Context: an optimization exercise on an open-source flow, tuned for small area. The choices shown serve that exercise and are no tape-out recipe. The RTL was checked by simulation tests, not by an equivalence proof against the original design. The clock port is modelled as an ideal driver, which makes a skipped or thinned clock tree look cheaper than it is; a real chip needs a root buffer or a tree. Power is estimated from default activity; no workload was simulated.

alpha:
==> flow/design.v <==
module steering(
                    PCLK,
                    PENABLE,
                    PSEL,
                    PRESETN,
                    PWRITE,
                    PREADY,
                    PSLVERR,
                    PADDR,
                    PWDATA,
                    PRDATA,
                    SERVOMOTOR1,
                    SERVOMOTOR2,
                    SERVOMOTORPWM,
                    SAMPLEINT);
input PCLK, PENABLE, PSEL, PRESETN, PWRITE;
input wire [31:0] PWDATA;
input [7:0] PADDR;
output [31:0] PRDATA;
output PREADY, PSLVERR;
output reg SERVOMOTOR1, SERVOMOTOR2;
output SERVOMOTORPWM;
output SAMPLEINT;
assign PREADY = 1'b1;
assign PSLVERR = 1'b0;
assign PRDATA = 32'd0;
wire we = PENABLE & PWRITE & PSEL;
reg active;
reg [9:0] des_pos, act_pos;
always @(posedge PCLK)
begin
    if (!PRESETN)
    begin
        active <= 1'b0;
        des_pos <= 10'd512;
        act_pos <= 10'd0;
    end
    else if (we)
    begin
        if (PWDATA[20])
            act_pos <= PWDATA[9:0];
        else if (active)
            des_pos <= PWDATA[9:0];
        if (PWDATA[23])
            active <= 1'b0;
        else if (PWDATA[22])
            active <= 1'b1;
    end
end
localparam [16:0] S_0      = 17'hce3b;
localparam [16:0] S_50001  = 17'h05ab;
localparam [16:0] S_99990  = 17'hec59;
localparam [16:0] S_100000 = 17'h1671d;
reg [16:0] dc;
reg tick;
reg sint;
reg comp;
wire wrap = (dc == S_100000);
always @(posedge PCLK)
begin
    if (!PRESETN)
    begin
        dc <= S_0;
        tick <= 1'b1;
        sint <= 1'b0;
    end
    else
    begin
        dc <= {dc[15:0], dc[16] ^ dc[13] ^ wrap};
        tick <= wrap;
        if (tick)
            sint <= 1'b1;
        else if (dc == S_50001)
            sint <= 1'b0;
    end
end
assign SAMPLEINT = sint;
always @(posedge PCLK)
    comp <= (dc == S_99990) | (comp & ~tick);
reg [11:0] r;
reg [5:0] c;
reg Y, pwm;
reg [65:0] R;
wire [10:0] dcy;
wire [9:0] nact = ~act_pos;
assign dcy[0] = 1'b1;
assign dcy[10:1] = (des_pos & nact) | (dcy[9:0] & (des_pos ^ nact));
wire [10:0] d = {~dcy[10], des_pos ^ nact ^ dcy[9:0]};
wire e0 = R[55] & comp;
wire e1 = R[44] & comp;
wire e2 = R[33] & comp;
wire e3 = R[22] & comp;
wire e4 = R[11] & comp;
wire o12 = e1 | e2, a12 = e1 & e2, o34 = e3 | e4, a34 = e3 & e4;
wire [3:0] th = {a12 & a34, (a12 & o34) | (a34 & o12), a12 | a34 | (o12 & o34), o12 | o34};
reg [7:0] u;
always @(*)
begin
    case ({tick, e0, th})
        6'b000000: u = 8'h00;
        6'b000001: u = 8'hf5;
        6'b000011: u = 8'hea;
        6'b000111: u = 8'hdf;
        6'b001111: u = 8'hd4;
        6'b010000: u = 8'h2e;
        6'b010001: u = 8'h23;
        6'b010011: u = 8'h18;
        6'b010111: u = 8'h0d;
        6'b011111: u = 8'h02;
        6'b100000: u = 8'h00;
        6'b100001: u = 8'h0b;
        6'b100011: u = 8'h16;
        6'b100111: u = 8'h21;
        6'b101111: u = 8'h2c;
        6'b110000: u = 8'hd2;
        6'b110001: u = 8'hdd;
        6'b110011: u = 8'he8;
        6'b110111: u = 8'hf3;
        6'b111111: u = 8'hfe;
        default: u = 8'h00;
    endcase
end
reg [6:0] A;
wire [7:0] Ax = {A[6], A};
wire [8:0] scy;
assign scy[0] = 1'b0;
assign scy[8:1] = (Ax & u) | (scy[7:0] & (Ax ^ u));
wire [7:0] S = Ax ^ u ^ scy[7:0];
always @(posedge PCLK)
    A <= {S[7] & comp, S[6:1]};    
reg clr;
always @(posedge PCLK)
    clr <= ~PRESETN | (clr & ~(r == 12'hf3b));    
always @(posedge PCLK)
begin
    R <= {R[0], R[65:1]};
    if (comp)
        R[10] <= S[0];
    if (clr)
        R[10] <= 1'b0;
    if (tick)
        R[10:0] <= d;
end
wire neg = S[7];
wire [11:0] hi = {S[7:0], R[10:7]};
wire hz = ~(|hi);                      
wire ho = &hi;                         
wire [5:0] x = R[6:1];
wire acte = active & PRESETN;
reg [5:0] m;
reg mc;
always @(posedge PCLK)
begin
    if (tick | ~PRESETN)
    begin
        m <= {6{~acte}} | ({6{hz}} & ~x) | ({6{ho}} & x);
        mc <= ~acte | hz;
        SERVOMOTOR1 <= acte & neg;
        SERVOMOTOR2 <= acte & ~neg;
    end
end
localparam [11:0] R_0    = 12'h807;
localparam [11:0] R_79   = 12'h5cd;
localparam [11:0] R_3919 = 12'h403;
wire rend = (r == R_3919);
wire pend = c[5] & c[4] & c[1] & c[0] & (r == R_79);    
wire cz = c[5] & c[4] & c[3];                           
wire [6:0] ccy;
assign ccy[0] = 1'b1;
assign ccy[6:1] = c & ccy[5:0];
wire [5:0] cinc = c ^ ccy[5:0];
wire [6:0] cley;
assign cley[0] = mc;
assign cley[6:1] = (m & c) | (cley[5:0] & (m ^ c));
always @(posedge PCLK)
begin
    if (!PRESETN)
    begin
        r <= R_0;
        c <= 6'd0;
        Y <= 1'b1;
        pwm <= 1'b0;
    end
    else
    begin
        if (pend)
        begin
            r <= R_3919;
            c <= 6'd63;
        end
        else
        begin
            r <= {r[10:0], r[11] ^ r[4] ^ r[1] ^ r[0] ^ rend};
            if (rend)
                c <= cinc;
        end
        Y <= cz | ~cley[6];
        pwm <= Y;
    end
end
assign SERVOMOTORPWM = pwm;
endmodule
clock: 10.0 ns
lec_check: 0
abc_area: 1
cap_margin: 20
core_margin: 2
core_utilization: 70
gpl_timing_driven: 0
slew_margin: 20
standard.sh (not shown) runs the stock make flow with config.mk's settings and CLKGATE_MAP_FILE= SYNTH_SCRIPT=/design/flow/synth_recipe.tcl, a recipe that flattens the netlist after the stock synthesis.
==> flow/flow/run.sh <==
#!/bin/bash
# Standard ORFS layout (the standard.sh) with these changes:
#  - after the floorplan, flow/rmp_stage.tcl re-maps the combinational logic for area
#    with OpenROAD's restructure (registers untouched) and merges the tie cells;
#  - buf_1 as the port buffer, and one tie cell per constant value instead of one per port;
set -euo pipefail
here=$(pwd)
knobs=("BUFFER_PORTS_ARGS=-buffer_cell sky130_fd_sc_hd__buf_1" "SKIP_REPAIR_TIE_FANOUT=1")
res=$here/orfs/results/$FLOW_PLATFORM/steering/base
logs=$here/orfs/logs/$FLOW_PLATFORM/steering/base
bash standard.sh "${knobs[@]}" floorplan > flow_make_floorplan.log 2>&1
python3 $here/flow/filter_lib.py $FLOW_HOME/platforms/sky130hd/lib/sky130_fd_sc_hd__tt_025C_1v80.lib \
  $here/rmp_lib.lib > filter_lib.log 2>&1
RES_DIR=$res RMP_LIB=$here/rmp_lib.lib RMP_WORK=$here/rmp_work \
  openroad -no_init -exit $here/flow/rmp_stage.tcl > rmp_stage.log 2>&1
bash standard.sh "${knobs[@]}" place > flow_make_place.log 2>&1
RES_DIR=$res MYCTS_DIR=$here/flow MYCTS_NLEAF=6 MYCTS_LEAF=sky130_fd_sc_hd__buf_12 \
  MYCTS_ROOT=sky130_fd_sc_hd__clkbuf_8 \
  openroad -no_init -exit $here/flow/cts_stage.tcl > cts_stage.log 2>&1
cp cts_stage.log $logs/4_1_cts.log
cp $res/4_1_cts.odb $res/4_cts.odb
touch $res/4_cts.sdc
bash standard.sh "${knobs[@]}" finish > flow_make_finish.log 2>&1
Other scripts of this flow, unchanged in this note and not shown: flow/flow/cts_stage.tcl, flow/flow/filter_lib.py, flow/flow/mycts.tcl, flow/flow/rmp_stage.tcl
#### Input delta (beta over alpha)
Settings: a change of CORE_UTILIZATION from 70 to 85; a deleted GPL_TIMING_DRIVEN that had been 0.
--- a/flow/flow/run.sh
+++ b/flow/flow/run.sh
@@ -5,0 +6,7 @@
+#  - the clock tree is built by flow/mycts.tcl (one root buffer, six leaf buffers over
+#    balanced k-means clusters of the flip-flops) instead of TritonCTS's H-tree, after
+#    taking gates back to their smallest drive strength (repair_design then sizes up
+#    what the slew and capacitance limits need).
+# Each step's output goes to a log of its own: ORFS's logs under orfs/logs, make's output
+# to flow_make_*.log, the restructure step to rmp_stage.log (ABC's to rmp_work/abc.log)
+# and the clock tree step to cts_stage.log.
### Flow results
beta completed end to end with timing, DRC and antenna clean.
Against alpha, beta reports a final critical delay including setup and external delays that is lower.
Fraction of the cycle the final worst path needs: alpha vs beta — no meaningful difference
Diff alpha -> beta: total number of vias went up, maximum clock rate was more or less identical.
Modified inputs, gamma compared to beta
Settings: CORE_UTILIZATION: 85 -> 70; CTS_BUF_LIST: unset -> sky130_fd_sc_hd__clkbuf_8.
Per the final summary, gamma finished and its layout is clean on timing, DRC and antenna. Compared with beta, gamma shows via count lower by 135. Worst ir drop on vdd, gamma vs beta: down by more than a quarter. gamma against beta: number of global-route vias before repair fell by about 6.5%; area of all placed cells without fillers increased 0.61%; first-pass iteration count of the detailed router did not really move. The run with more routed wire is beta, not gamma. Of beta and gamma, the run reporting the higher number of well taps was gamma.
No run of this note takes its clock network from TritonCTS; it comes from the design's own scripts or RTL.

## what the ideal ports hide
Ports are ideal in the flow. The routed layouts listed here were re-timed in OpenROAD. Step 1, drivers: a clkbuf_16 drives PCLK and a buf_2 each remaining input, both assumed. Step 2 moves the port delays by t, midway between the first and last clock arrival at a register: inputs arrive t later, outputs are due t later. That takes back most of the time a late clock gives input paths. a / b / c = no drivers / after step 1 / after step 2; a / b = the first two.
| run | shift t [ns] | setup slack, ns | latest minus earliest clock arrival (ns) | worst slew at a driven data input, ns | pins driven straight from the clock port |
|---|---|---|---|---|---|
| alpha | 0.396 | 4.938 / 4.938 / 4.938 | 0.009 / 0.010 | 0.03 | 1 |
| beta | 0.403 | 4.951 / 4.951 / 4.951 | 0.015 / 0.015 | 0.04 | 1 |
| gamma | 0.404 | 5.161 / 5.161 / 5.161 | 0.015 / 0.014 | 0.03 | 1 |
After both steps every run listed still meets setup and hold.
